This is an optimization exercise on Yosys and OpenROAD, whose aim is small area, not a production implementation.
In this exercise RTL edits were held to simulation tests only and were not proved equivalent to the original.

==> lagoon <==
// qam_transmitter
module qam_transmitter (
    input clk,
    input reset,
    input [1:0] syms_in_i,
    input [1:0] syms_in_q,
    output sym_ready,
    output signed [17:0] transmitter_out
);
export LEC_CHECK = 0
export ABC_AREA = 1
export CAP_MARGIN = 20
export CELL_PAD_IN_SITES_DETAIL_PLACEMENT = 1
export CELL_PAD_IN_SITES_GLOBAL_PLACEMENT = 2
export CORE_MARGIN = 2
export CORE_UTILIZATION = 40
export CTS_BUF_LIST = sky130_fd_sc_hd__clkbuf_2 sky130_fd_sc_hd__clkbuf_4 sky130_fd_sc_hd__clkbuf_8
export CTS_CLUSTER_DIAMETER = 60
export CTS_CLUSTER_SIZE = 12
export GPL_ROUTABILITY_DRIVEN = 1
export GPL_TIMING_DRIVEN = 0
export SLEW_MARGIN = 20
export SYNTH_HIERARCHICAL = 1
export SYNTH_MINIMUM_KEEP_SIZE = 0
create_clock -name core_clock -period 16.0 [get_ports {clk}]
run.sh (not shown) runs the stock make flow with config.mk's settings and CLKGATE_MAP_FILE= SYNTH_SCRIPT=/design/flow/synth_recipe.tcl, a recipe that flattens the netlist after the stock synthesis.
==> inputs of tundra, as changes to lagoon <==
--- a/flow/design.v
+++ b/flow/design.v
@@ -10,13 +10,13 @@
 always @(posedge clk)
     if (reset) c <= 4'd0;
     else c <= c + 4'd1;
 assign sym_ready = (c == 4'd0);
 reg [3:0] hold;
 always @(posedge clk)
-    if (c == 4'd0) hold <= {syms_in_i[1], syms_in_i[1] ~^ syms_in_i[0], syms_in_q[1], syms_in_q[1] ~^ syms_in_q[0]};
+    if (c == 4'd0) hold <= {~syms_in_i[1], syms_in_i[1] ~^ syms_in_i[0], ~syms_in_q[1], syms_in_q[1] ~^ syms_in_q[0]};    
 wire xfer = (c == 4'd6);
 reg [5:0] nv;
 always @(posedge clk)
     if (reset) nv <= 6'd0;
     else if (xfer && !nv[5]) nv <= nv + 6'd1;
 reg [3:0] R0_0, R0_1, R0_2, R0_3, R1_0, R1_1, R1_2, R1_3, R2_0, R2_1, R2_2, R2_3, R3_0, R3_1, R3_2, R3_3, R4_0, R4_1, R4_2, R4_3, R5_0, R5_1, R5_2, R5_3, R6_0, R6_1, R6_2, R6_3, R7_0, R7_1, R7_2, R7_3;
@@ -78,16 +78,18 @@
 reg v0;
 always @* case (r) 2'd0: v0 = nv > 6'd0; 2'd1: v0 = nv > 6'd1; 2'd2: v0 = nv > 6'd30; 2'd3: v0 = nv > 6'd31; endcase
 wire signed [6:0] ga0 = v0 ? pa0 : 7'sd0;
 wire signed [6:0] gb0 = v0 ? pb0 : 7'sd0;
 wire [1:0] si0 = R0_0[3:2];
 wire signed [6:0] mi0 = si0[0] ? ga0 : gb0;
-wire [6:0] ti0 = mi0 ^ {7{~si0[1]}};
+wire ni0 = v0 & si0[1];    
+wire [6:0] ti0 = mi0 ^ {7{ni0}};
 wire [1:0] sq0 = R0_0[1:0];
 wire signed [6:0] mq0 = sq0[0] ? ga0 : gb0;
-wire [6:0] tq0 = mq0 ^ {7{~sq0[1]}};
+wire nq0 = v0 & sq0[1];    
+wire [6:0] tq0 = mq0 ^ {7{nq0}};
 reg signed [7:0] pa1, pb1;
 always @* case (u)
     4'd1: begin pa1 = 72; pb1 = 24; end
     4'd2: begin pa1 = -86; pb1 = -29; end
     4'd3: begin pa1 = 72; pb1 = 24; end
     4'd4: begin pa1 = -82; pb1 = -27; end
@@ -107,16 +109,18 @@
 reg v1;
 always @* case (r) 2'd0: v1 = nv > 6'd2; 2'd1: v1 = nv > 6'd3; 2'd2: v1 = nv > 6'd28; 2'd3: v1 = nv > 6'd29; endcase
 wire signed [7:0] ga1 = v1 ? pa1 : 8'sd0;
 wire signed [7:0] gb1 = v1 ? pb1 : 8'sd0;
 wire [1:0] si1 = R1_0[3:2];
 wire signed [7:0] mi1 = si1[0] ? ga1 : gb1;
-wire [7:0] ti1 = mi1 ^ {8{~si1[1]}};
+wire ni1 = v1 & si1[1];    
+wire [7:0] ti1 = mi1 ^ {8{ni1}};
 wire [1:0] sq1 = R1_0[1:0];
 wire signed [7:0] mq1 = sq1[0] ? ga1 : gb1;
-wire [7:0] tq1 = mq1 ^ {8{~sq1[1]}};
+wire nq1 = v1 & sq1[1];    
+wire [7:0] tq1 = mq1 ^ {8{nq1}};
 reg signed [8:0] pa2, pb2;
 always @* case (u)
     4'd1: begin pa2 = 239; pb2 = 80; end
     4'd2: begin pa2 = -90; pb2 = -30; end
     4'd3: begin pa2 = 93; pb2 = 31; end
     4'd4: begin pa2 = -182; pb2 = -61; end
@@ -136,16 +140,18 @@
 reg v2;
 always @* case (r) 2'd0: v2 = nv > 6'd4; 2'd1: v2 = nv > 6'd5; 2'd2: v2 = nv > 6'd26; 2'd3: v2 = nv > 6'd27; endcase
 wire signed [8:0] ga2 = v2 ? pa2 : 9'sd0;
 wire signed [8:0] gb2 = v2 ? pb2 : 9'sd0;
 wire [1:0] si2 = R2_0[3:2];
 wire signed [8:0] mi2 = si2[0] ? ga2 : gb2;
-wire [8:0] ti2 = mi2 ^ {9{~si2[1]}};
+wire ni2 = v2 & si2[1];    
+wire [8:0] ti2 = mi2 ^ {9{ni2}};
 wire [1:0] sq2 = R2_0[1:0];
 wire signed [8:0] mq2 = sq2[0] ? ga2 : gb2;
-wire [8:0] tq2 = mq2 ^ {9{~sq2[1]}};
+wire nq2 = v2 & sq2[1];    
+wire [8:0] tq2 = mq2 ^ {9{nq2}};
 reg signed [10:0] pa3, pb3;
 always @* case (u)
     4'd1: begin pa3 = -49; pb3 = -16; end
     4'd2: begin pa3 = -27; pb3 = -9; end
     4'd3: begin pa3 = 70; pb3 = 23; end
     4'd4: begin pa3 = -313; pb3 = -104; end
@@ -165,16 +171,18 @@
 reg v3;
 always @* case (r) 2'd0: v3 = nv > 6'd6; 2'd1: v3 = nv > 6'd23; 2'd2: v3 = nv > 6'd24; 2'd3: v3 = nv > 6'd25; endcase
 wire signed [10:0] ga3 = v3 ? pa3 : 11'sd0;
 wire signed [10:0] gb3 = v3 ? pb3 : 11'sd0;
 wire [1:0] si3 = R3_0[3:2];
 wire signed [10:0] mi3 = si3[0] ? ga3 : gb3;
-wire [10:0] ti3 = mi3 ^ {11{~si3[1]}};
+wire ni3 = v3 & si3[1];    
+wire [10:0] ti3 = mi3 ^ {11{ni3}};
 wire [1:0] sq3 = R3_0[1:0];
 wire signed [10:0] mq3 = sq3[0] ? ga3 : gb3;
-wire [10:0] tq3 = mq3 ^ {11{~sq3[1]}};
+wire nq3 = v3 & sq3[1];    
+wire [10:0] tq3 = mq3 ^ {11{nq3}};
 reg signed [10:0] pa4, pb4;
 always @* case (u)
     4'd1: begin pa4 = -730; pb4 = -243; end
     4'd2: begin pa4 = 988; pb4 = 329; end
     4'd3: begin pa4 = 170; pb4 = 57; end
     4'd4: begin pa4 = 387; pb4 = 129; end
@@ -194,16 +202,18 @@
 reg v4;
 always @* case (r) 2'd0: v4 = nv > 6'd7; 2'd1: v4 = nv > 6'd8; 2'd2: v4 = nv > 6'd9; 2'd3: v4 = nv > 6'd22; endcase
 wire signed [10:0] ga4 = v4 ? pa4 : 11'sd0;
 wire signed [10:0] gb4 = v4 ? pb4 : 11'sd0;
 wire [1:0] si4 = R4_0[3:2];
 wire signed [10:0] mi4 = si4[0] ? ga4 : gb4;
-wire [10:0] ti4 = mi4 ^ {11{~si4[1]}};
+wire ni4 = v4 & si4[1];    
+wire [10:0] ti4 = mi4 ^ {11{ni4}};
 wire [1:0] sq4 = R4_0[1:0];
 wire signed [10:0] mq4 = sq4[0] ? ga4 : gb4;
-wire [10:0] tq4 = mq4 ^ {11{~sq4[1]}};
+wire nq4 = v4 & sq4[1];    
+wire [10:0] tq4 = mq4 ^ {11{nq4}};
 reg signed [11:0] pa5, pb5;
 always @* case (u)
     4'd1: begin pa5 = 1762; pb5 = 587; end
     4'd2: begin pa5 = 639; pb5 = 213; end
     4'd3: begin pa5 = -356; pb5 = -119; end
     4'd4: begin pa5 = -608; pb5 = -203; end
@@ -223,16 +233,18 @@
 reg v5;
 always @* case (r) 2'd0: v5 = nv > 6'd10; 2'd1: v5 = nv > 6'd11; 2'd2: v5 = nv > 6'd20; 2'd3: v5 = nv > 6'd21; endcase
 wire signed [11:0] ga5 = v5 ? pa5 : 12'sd0;
 wire signed [11:0] gb5 = v5 ? pb5 : 12'sd0;
 wire [1:0] si5 = R5_0[3:2];
 wire signed [11:0] mi5 = si5[0] ? ga5 : gb5;
-wire [11:0] ti5 = mi5 ^ {12{~si5[1]}};
+wire ni5 = v5 & si5[1];    
+wire [11:0] ti5 = mi5 ^ {12{ni5}};
 wire [1:0] sq5 = R5_0[1:0];
 wire signed [11:0] mq5 = sq5[0] ? ga5 : gb5;
-wire [11:0] tq5 = mq5 ^ {12{~sq5[1]}};
+wire nq5 = v5 & sq5[1];    
+wire [11:0] tq5 = mq5 ^ {12{nq5}};
 reg signed [12:0] pa6, pb6;
 always @* case (u)
     4'd1: begin pa6 = 3533; pb6 = 1178; end
     4'd2: begin pa6 = 1844; pb6 = 615; end
     4'd3: begin pa6 = -1084; pb6 = -361; end
     4'd4: begin pa6 = -723; pb6 = -241; end
@@ -252,16 +264,18 @@
 reg v6;
 always @* case (r) 2'd0: v6 = nv > 6'd12; 2'd1: v6 = nv > 6'd13; 2'd2: v6 = nv > 6'd18; 2'd3: v6 = nv > 6'd19; endcase
 wire signed [12:0] ga6 = v6 ? pa6 : 13'sd0;
 wire signed [12:0] gb6 = v6 ? pb6 : 13'sd0;
 wire [1:0] si6 = R6_0[3:2];
 wire signed [12:0] mi6 = si6[0] ? ga6 : gb6;
-wire [12:0] ti6 = mi6 ^ {13{~si6[1]}};
+wire ni6 = v6 & si6[1];    
+wire [12:0] ti6 = mi6 ^ {13{ni6}};
 wire [1:0] sq6 = R6_0[1:0];
 wire signed [12:0] mq6 = sq6[0] ? ga6 : gb6;
-wire [12:0] tq6 = mq6 ^ {13{~sq6[1]}};
+wire nq6 = v6 & sq6[1];    
+wire [12:0] tq6 = mq6 ^ {13{nq6}};
 reg signed [16:0] pa7, pb7;
 always @* case (u)
     4'd1: begin pa7 = 29655; pb7 = 9885; end
     4'd2: begin pa7 = 9067; pb7 = 3022; end
     4'd3: begin pa7 = -3430; pb7 = -1143; end
     4'd4: begin pa7 = -787; pb7 = -262; end
@@ -281,26 +295,28 @@
 reg v7;
 always @* case (r) 2'd0: v7 = nv > 6'd14; 2'd1: v7 = nv > 6'd15; 2'd2: v7 = nv > 6'd16; 2'd3: v7 = nv > 6'd17; endcase
 wire signed [16:0] ga7 = v7 ? pa7 : 17'sd0;
 wire signed [16:0] gb7 = v7 ? pb7 : 17'sd0;
 wire [1:0] si7 = R7_0[3:2];
 wire signed [16:0] mi7 = si7[0] ? ga7 : gb7;
-wire [16:0] ti7 = mi7 ^ {17{~si7[1]}};
+wire ni7 = v7 & si7[1];    
+wire [16:0] ti7 = mi7 ^ {17{ni7}};
 wire [1:0] sq7 = R7_0[1:0];
 wire signed [16:0] mq7 = sq7[0] ? ga7 : gb7;
-wire [16:0] tq7 = mq7 ^ {17{~sq7[1]}};
-reg [17:0] acc_i;
-wire [17:0] acc0_i = (r == 2'd0) ? 18'd0 : acc_i;
+wire nq7 = v7 & sq7[1];    
+wire [16:0] tq7 = mq7 ^ {17{nq7}};
+reg [17:0] nacc_i;    
+wire [17:0] acc0_i = (r == 2'd0) ? 18'd0 : ~nacc_i;
 wire psi_1, psi_2;
-FA psi_1_u (.a(~si7[1]), .b(ti7[0]), .c(~si6[1]), .s(psi_1), .co(psi_2));
+FA psi_1_u (.a(ni7), .b(ti7[0]), .c(ni6), .s(psi_1), .co(psi_2));
 wire psi_3, psi_4;
-FA psi_3_u (.a(ti6[0]), .b(~si5[1]), .c(ti5[0]), .s(psi_3), .co(psi_4));
+FA psi_3_u (.a(ti6[0]), .b(ni5), .c(ti5[0]), .s(psi_3), .co(psi_4));
 wire psi_5, psi_6;
-FA psi_5_u (.a(~si4[1]), .b(ti4[0]), .c(~si3[1]), .s(psi_5), .co(psi_6));
+FA psi_5_u (.a(ni4), .b(ti4[0]), .c(ni3), .s(psi_5), .co(psi_6));
 wire psi_7, psi_8;
-FA psi_7_u (.a(ti3[0]), .b(~si2[1]), .c(ti2[0]), .s(psi_7), .co(psi_8));
+FA psi_7_u (.a(ti3[0]), .b(ni2), .c(ti2[0]), .s(psi_7), .co(psi_8));
 wire psi_9, psi_10;
 FA psi_9_u (.a(ti7[1]), .b(ti6[1]), .c(ti5[1]), .s(psi_9), .co(psi_10));
 wire psi_11, psi_12;
 FA psi_11_u (.a(ti4[1]), .b(ti3[1]), .c(ti2[1]), .s(psi_11), .co(psi_12));
 wire psi_13, psi_14;
 FA psi_13_u (.a(ti7[2]), .b(ti6[2]), .c(ti5[2]), .s(psi_13), .co(psi_14));
@@ -310,13 +326,13 @@
 HA psi_17_u (.a(ti7[4]), .b(ti6[4]), .s(psi_17), .co(psi_18));
 wire psi_19, psi_20;
 HA psi_19_u (.a(ti7[5]), .b(ti6[5]), .s(psi_19), .co(psi_20));
 wire psi_21 = ~(ti7[6] ^ ti6[6]);
 wire psi_22 = ti7[6] | ti6[6];
 wire psi_23, psi_24;
-FA psi_23_u (.a(~si1[1]), .b(ti1[0]), .c(~si0[1]), .s(psi_23), .co(psi_24));
+FA psi_23_u (.a(ni1), .b(ti1[0]), .c(ni0), .s(psi_23), .co(psi_24));
 wire psi_25, psi_26;
 HA psi_25_u (.a(ti0[0]), .b(acc0_i[0]), .s(psi_25), .co(psi_26));
 wire psi_27, psi_28;
 FA psi_27_u (.a(ti1[1]), .b(ti0[1]), .c(acc0_i[1]), .s(psi_27), .co(psi_28));
 wire psi_29, psi_30;
 FA psi_29_u (.a(psi_4), .b(psi_2), .c(psi_11), .s(psi_29), .co(psi_30));
@@ -524,23 +540,23 @@
 FA psi_231_u (.a(psi_194), .b(psi_195), .c(psi_230), .s(psi_231), .co(psi_232));
 wire psi_233, psi_234;
 FA psi_233_u (.a(psi_196), .b(psi_197), .c(psi_232), .s(psi_233), .co(psi_234));
 wire psi_235, psi_236;
 FA psi_235_u (.a(psi_198), .b(psi_199), .c(psi_234), .s(psi_235), .co(psi_236));
 wire [17:0] sum_i = {psi_235, psi_233, psi_231, psi_229, psi_227, psi_225, psi_223, psi_221, psi_219, psi_217, psi_215, psi_213, psi_211, psi_209, psi_207, psi_205, psi_203, psi_201};
-always @(posedge clk) acc_i <= reset ? 18'd0 : sum_i;
-reg [17:0] acc_q;
-wire [17:0] acc0_q = (r == 2'd0) ? 18'd0 : acc_q;
+always @(posedge clk) nacc_i <= reset ? 18'h3ffff : ~sum_i;
+reg [17:0] nacc_q;    
+wire [17:0] acc0_q = (r == 2'd0) ? 18'd0 : ~nacc_q;
 wire psq_1, psq_2;
-FA psq_1_u (.a(~sq7[1]), .b(tq7[0]), .c(~sq6[1]), .s(psq_1), .co(psq_2));
+FA psq_1_u (.a(nq7), .b(tq7[0]), .c(nq6), .s(psq_1), .co(psq_2));
 wire psq_3, psq_4;
-FA psq_3_u (.a(tq6[0]), .b(~sq5[1]), .c(tq5[0]), .s(psq_3), .co(psq_4));
+FA psq_3_u (.a(tq6[0]), .b(nq5), .c(tq5[0]), .s(psq_3), .co(psq_4));
 wire psq_5, psq_6;
-FA psq_5_u (.a(~sq4[1]), .b(tq4[0]), .c(~sq3[1]), .s(psq_5), .co(psq_6));
+FA psq_5_u (.a(nq4), .b(tq4[0]), .c(nq3), .s(psq_5), .co(psq_6));
 wire psq_7, psq_8;
-FA psq_7_u (.a(tq3[0]), .b(~sq2[1]), .c(tq2[0]), .s(psq_7), .co(psq_8));
+FA psq_7_u (.a(tq3[0]), .b(nq2), .c(tq2[0]), .s(psq_7), .co(psq_8));
 wire psq_9, psq_10;
 FA psq_9_u (.a(tq7[1]), .b(tq6[1]), .c(tq5[1]), .s(psq_9), .co(psq_10));
 wire psq_11, psq_12;
 FA psq_11_u (.a(tq4[1]), .b(tq3[1]), .c(tq2[1]), .s(psq_11), .co(psq_12));
 wire psq_13, psq_14;
 FA psq_13_u (.a(tq7[2]), .b(tq6[2]), .c(tq5[2]), .s(psq_13), .co(psq_14));
@@ -550,13 +566,13 @@
 HA psq_17_u (.a(tq7[4]), .b(tq6[4]), .s(psq_17), .co(psq_18));
 wire psq_19, psq_20;
 HA psq_19_u (.a(tq7[5]), .b(tq6[5]), .s(psq_19), .co(psq_20));
 wire psq_21 = ~(tq7[6] ^ tq6[6]);
 wire psq_22 = tq7[6] | tq6[6];
 wire psq_23, psq_24;
-FA psq_23_u (.a(~sq1[1]), .b(tq1[0]), .c(~sq0[1]), .s(psq_23), .co(psq_24));
+FA psq_23_u (.a(nq1), .b(tq1[0]), .c(nq0), .s(psq_23), .co(psq_24));
 wire psq_25, psq_26;
 HA psq_25_u (.a(tq0[0]), .b(acc0_q[0]), .s(psq_25), .co(psq_26));
 wire psq_27, psq_28;
 FA psq_27_u (.a(tq1[1]), .b(tq0[1]), .c(acc0_q[1]), .s(psq_27), .co(psq_28));
 wire psq_29, psq_30;
 FA psq_29_u (.a(psq_4), .b(psq_2), .c(psq_11), .s(psq_29), .co(psq_30));
@@ -764,26 +780,26 @@
 FA psq_231_u (.a(psq_194), .b(psq_195), .c(psq_230), .s(psq_231), .co(psq_232));
 wire psq_233, psq_234;
 FA psq_233_u (.a(psq_196), .b(psq_197), .c(psq_232), .s(psq_233), .co(psq_234));
 wire psq_235, psq_236;
 FA psq_235_u (.a(psq_198), .b(psq_199), .c(psq_234), .s(psq_235), .co(psq_236));
 wire [17:0] sum_q = {psq_235, psq_233, psq_231, psq_229, psq_227, psq_225, psq_223, psq_221, psq_219, psq_217, psq_215, psq_213, psq_211, psq_209, psq_207, psq_205, psq_203, psq_201};
-always @(posedge clk) acc_q <= reset ? 18'd0 : sum_q;
+always @(posedge clk) nacc_q <= reset ? 18'h3ffff : ~sum_q;
 wire shift = (c[1:0] == 2'd2);
 reg [17:0] L0, L1, L2, L3, L4, N0, N1, N2, N3, N4;
 always @(posedge clk) begin
-    L0 <= reset ? 18'd0 : shift ? sum_q : N1;
-    L1 <= reset ? 18'd0 : shift ? N1 : N0;
-    L2 <= reset ? 18'd0 : shift ? N0 : N2;
-    L3 <= reset ? 18'd0 : shift ? N2 : N3;
-    L4 <= reset ? 18'd0 : shift ? N3 : N4;
-    N0 <= reset ? 18'd0 : shift ? L1 : L0;
-    N1 <= reset ? 18'd0 : shift ? L2 : L1;
-    N2 <= reset ? 18'd0 : shift ? L3 : L2;
-    N3 <= reset ? 18'd0 : shift ? L4 : L3;
-    N4 <= reset ? 18'd0 : shift ? sum_i : L4;
+    L0 <= reset ? 18'd0 : shift ? sum_q : ~N1;
+    L1 <= reset ? 18'd0 : shift ? ~N1 : ~N0;
+    L2 <= reset ? 18'd0 : shift ? ~N0 : ~N2;
+    L3 <= reset ? 18'd0 : shift ? ~N2 : ~N3;
+    L4 <= reset ? 18'd0 : shift ? ~N3 : ~N4;
+    N0 <= reset ? 18'h3ffff : shift ? ~(L1) : ~(L0);
+    N1 <= reset ? 18'h3ffff : shift ? ~(L2) : ~(L1);
+    N2 <= reset ? 18'h3ffff : shift ? ~(L3) : ~(L2);
+    N3 <= reset ? 18'h3ffff : shift ? ~(L4) : ~(L3);
+    N4 <= reset ? 18'h3ffff : shift ? ~(sum_i) : ~(L4);
 end
 wire [1:0] p = c[1:0] + 2'd1;    
 wire [17:0] yo0 = L0 ^ 18'h20000;
 reg [17:0] r0_0;
 always @* case (p)
     2'd0: r0_0 = ~{18'd0, yo0};
==> flow/flow/run.sh (new file) <==
#!/bin/bash
# Layout flow: the standard flow (standard.sh), with two changes:
#  - synthesis maps logic with an area-only ABC script (flow/abc_area.script)
#    instead of ORFS's abc_area.script; every other ORFS script is used
#    unchanged from a copy of $FLOW_HOME/scripts;
#  - clock tree synthesis runs without dummy loads.
# Each tool's output goes to standard.log (and ORFS's own logs under orfs/).
set -euo pipefail
rm -rf scripts
cp -r "$FLOW_HOME/scripts" scripts
cp flow/abc_area.script scripts/abc_area.script
CTS="-sink_clustering_enable -repair_clock_nets -sink_clustering_size 14 -sink_clustering_max_diameter 70 -buf_list {sky130_fd_sc_hd__clkbuf_4 sky130_fd_sc_hd__clkbuf_8} -dont_use_dummy_load"
bash standard.sh "SCRIPTS_DIR=$PWD/scripts" "CTS_ARGS=$CTS" REMOVE_ABC_BUFFERS=1 "BUFFER_PORTS_ARGS=-buffer_cell sky130_fd_sc_hd__buf_1" finish > standard.log 2>&1
==> flow/flow/abc_area.script (new file) <==
strash
dch
map -a -B 0
topo
dnsize -c
==> flow/standard.sh (new file) <==
#!/bin/bash
# synth_recipe.tcl (not shown) runs the flow's synth.tcl, then flattens the netlist and writes it again
# the make line also repeats each setting of config.mk as NAME=value (left out here)
make -C /OpenROAD-flow-scripts/flow DESIGN_CONFIG=/design/flow/config.mk WORK_HOME=/design/flow/orfs CLKGATE_MAP_FILE= SYNTH_SCRIPT=/design/flow/synth_recipe.tcl "${@:-finish}"
==> flow/config.mk (replaced) <==
export PLATFORM = sky130hd
export DESIGN_NAME = qam_transmitter
export DESIGN_NICKNAME = qam_transmitter
export VERILOG_FILES = /design/flow/design.v
export SDC_FILE = /design/flow/constraint.sdc
export NUM_CORES = 4
export LEC_CHECK = 0
export ABC_AREA = 1
export CAP_MARGIN = 20
export CELL_PAD_IN_SITES_DETAIL_PLACEMENT = 1
export CELL_PAD_IN_SITES_GLOBAL_PLACEMENT = 2
export CORE_MARGIN = 2
export CORE_UTILIZATION = 40
export CTS_BUF_LIST = sky130_fd_sc_hd__clkbuf_4 sky130_fd_sc_hd__clkbuf_8
export CTS_CLUSTER_DIAMETER = 70
export CTS_CLUSTER_SIZE = 14
export GPL_ROUTABILITY_DRIVEN = 1
export GPL_TIMING_DRIVEN = 0
export SLEW_MARGIN = 20
export SYNTH_HIERARCHICAL = 1
export SYNTH_MINIMUM_KEEP_SIZE = 0
removed: flow/run.sh
==> metrics.cfg <==
[die]
tapcell.inserted = 1080

[critical_path]
rr_endpoint = L0[17]
crit_path_end = L0[17]
setup.reg_to_reg.worst_slack_ns = 0.45

[synthesis]
muxShareOfSynthArea_pct = 0.0596
sequential_fraction_of_the_synthesis_area_pct = 24.4

[drt]
detailedRoute.firstPassIterationCount = 5

[global_route]
grt.met1_usage_pct = 41.8

[layout]
inv_count = 318
signal_buffer_area_fraction_pct = 1.93
clkCellAreaFrac_pct = 1.48

[status]
run_status = no timing/DRC/antenna violations

[hold_path]
min_from = N4[14]
worst_hold_path.endpoint = L4[14]

# the run above: tundra

==> metrics.cfg <==
[synthesis]
muxShareOfSynthArea_pct = 0.0570
sequential_fraction_of_the_synthesis_area_pct = 23.4

[layout]
signal_buffer_area_fraction_pct = 2.93
clkCellAreaFrac_pct = 2.58
inv_count = 375

[die]
tapcell.inserted = 1155

[drt]
detailedRoute.firstPassIterationCount = 6

[status]
run_status = no timing/DRC/antenna violations

[hold_path]
min_from = R7_2[2]

[critical_path]
crit_path_end = yo[15]

[global_route]
grt.met1_usage_pct = 56.8

# the run above: lagoon

==> what the ideal ports hide <==
No port has a modelled driver above. Below, the same layouts with a new extraction and two added sets of constraints. Step 1: set_driving_cell puts a clkbuf_16 on clk and a buf_2 on each other input, an assumption about the parent block. Step 2 times the ports against the registers' clock, not the clock port: input delays grow and output delays shrink by t, the midpoint of the rising clock arrivals with the driver on. a / b / c = no drivers / after step 1 / after step 2; a / b = the first two.
run | shift t [ns] | slack for setup (ns) | hold WS [ns]
lagoon | 0.754 | 0.552 / 0.552 / 0.552 | 0.423 / 0.423 / 0.423
tundra | 0.697 | 0.446 / 0.446 / 0.446 | 0.351 / 0.351 / 0.351
After both steps every run listed still meets setup and hold.
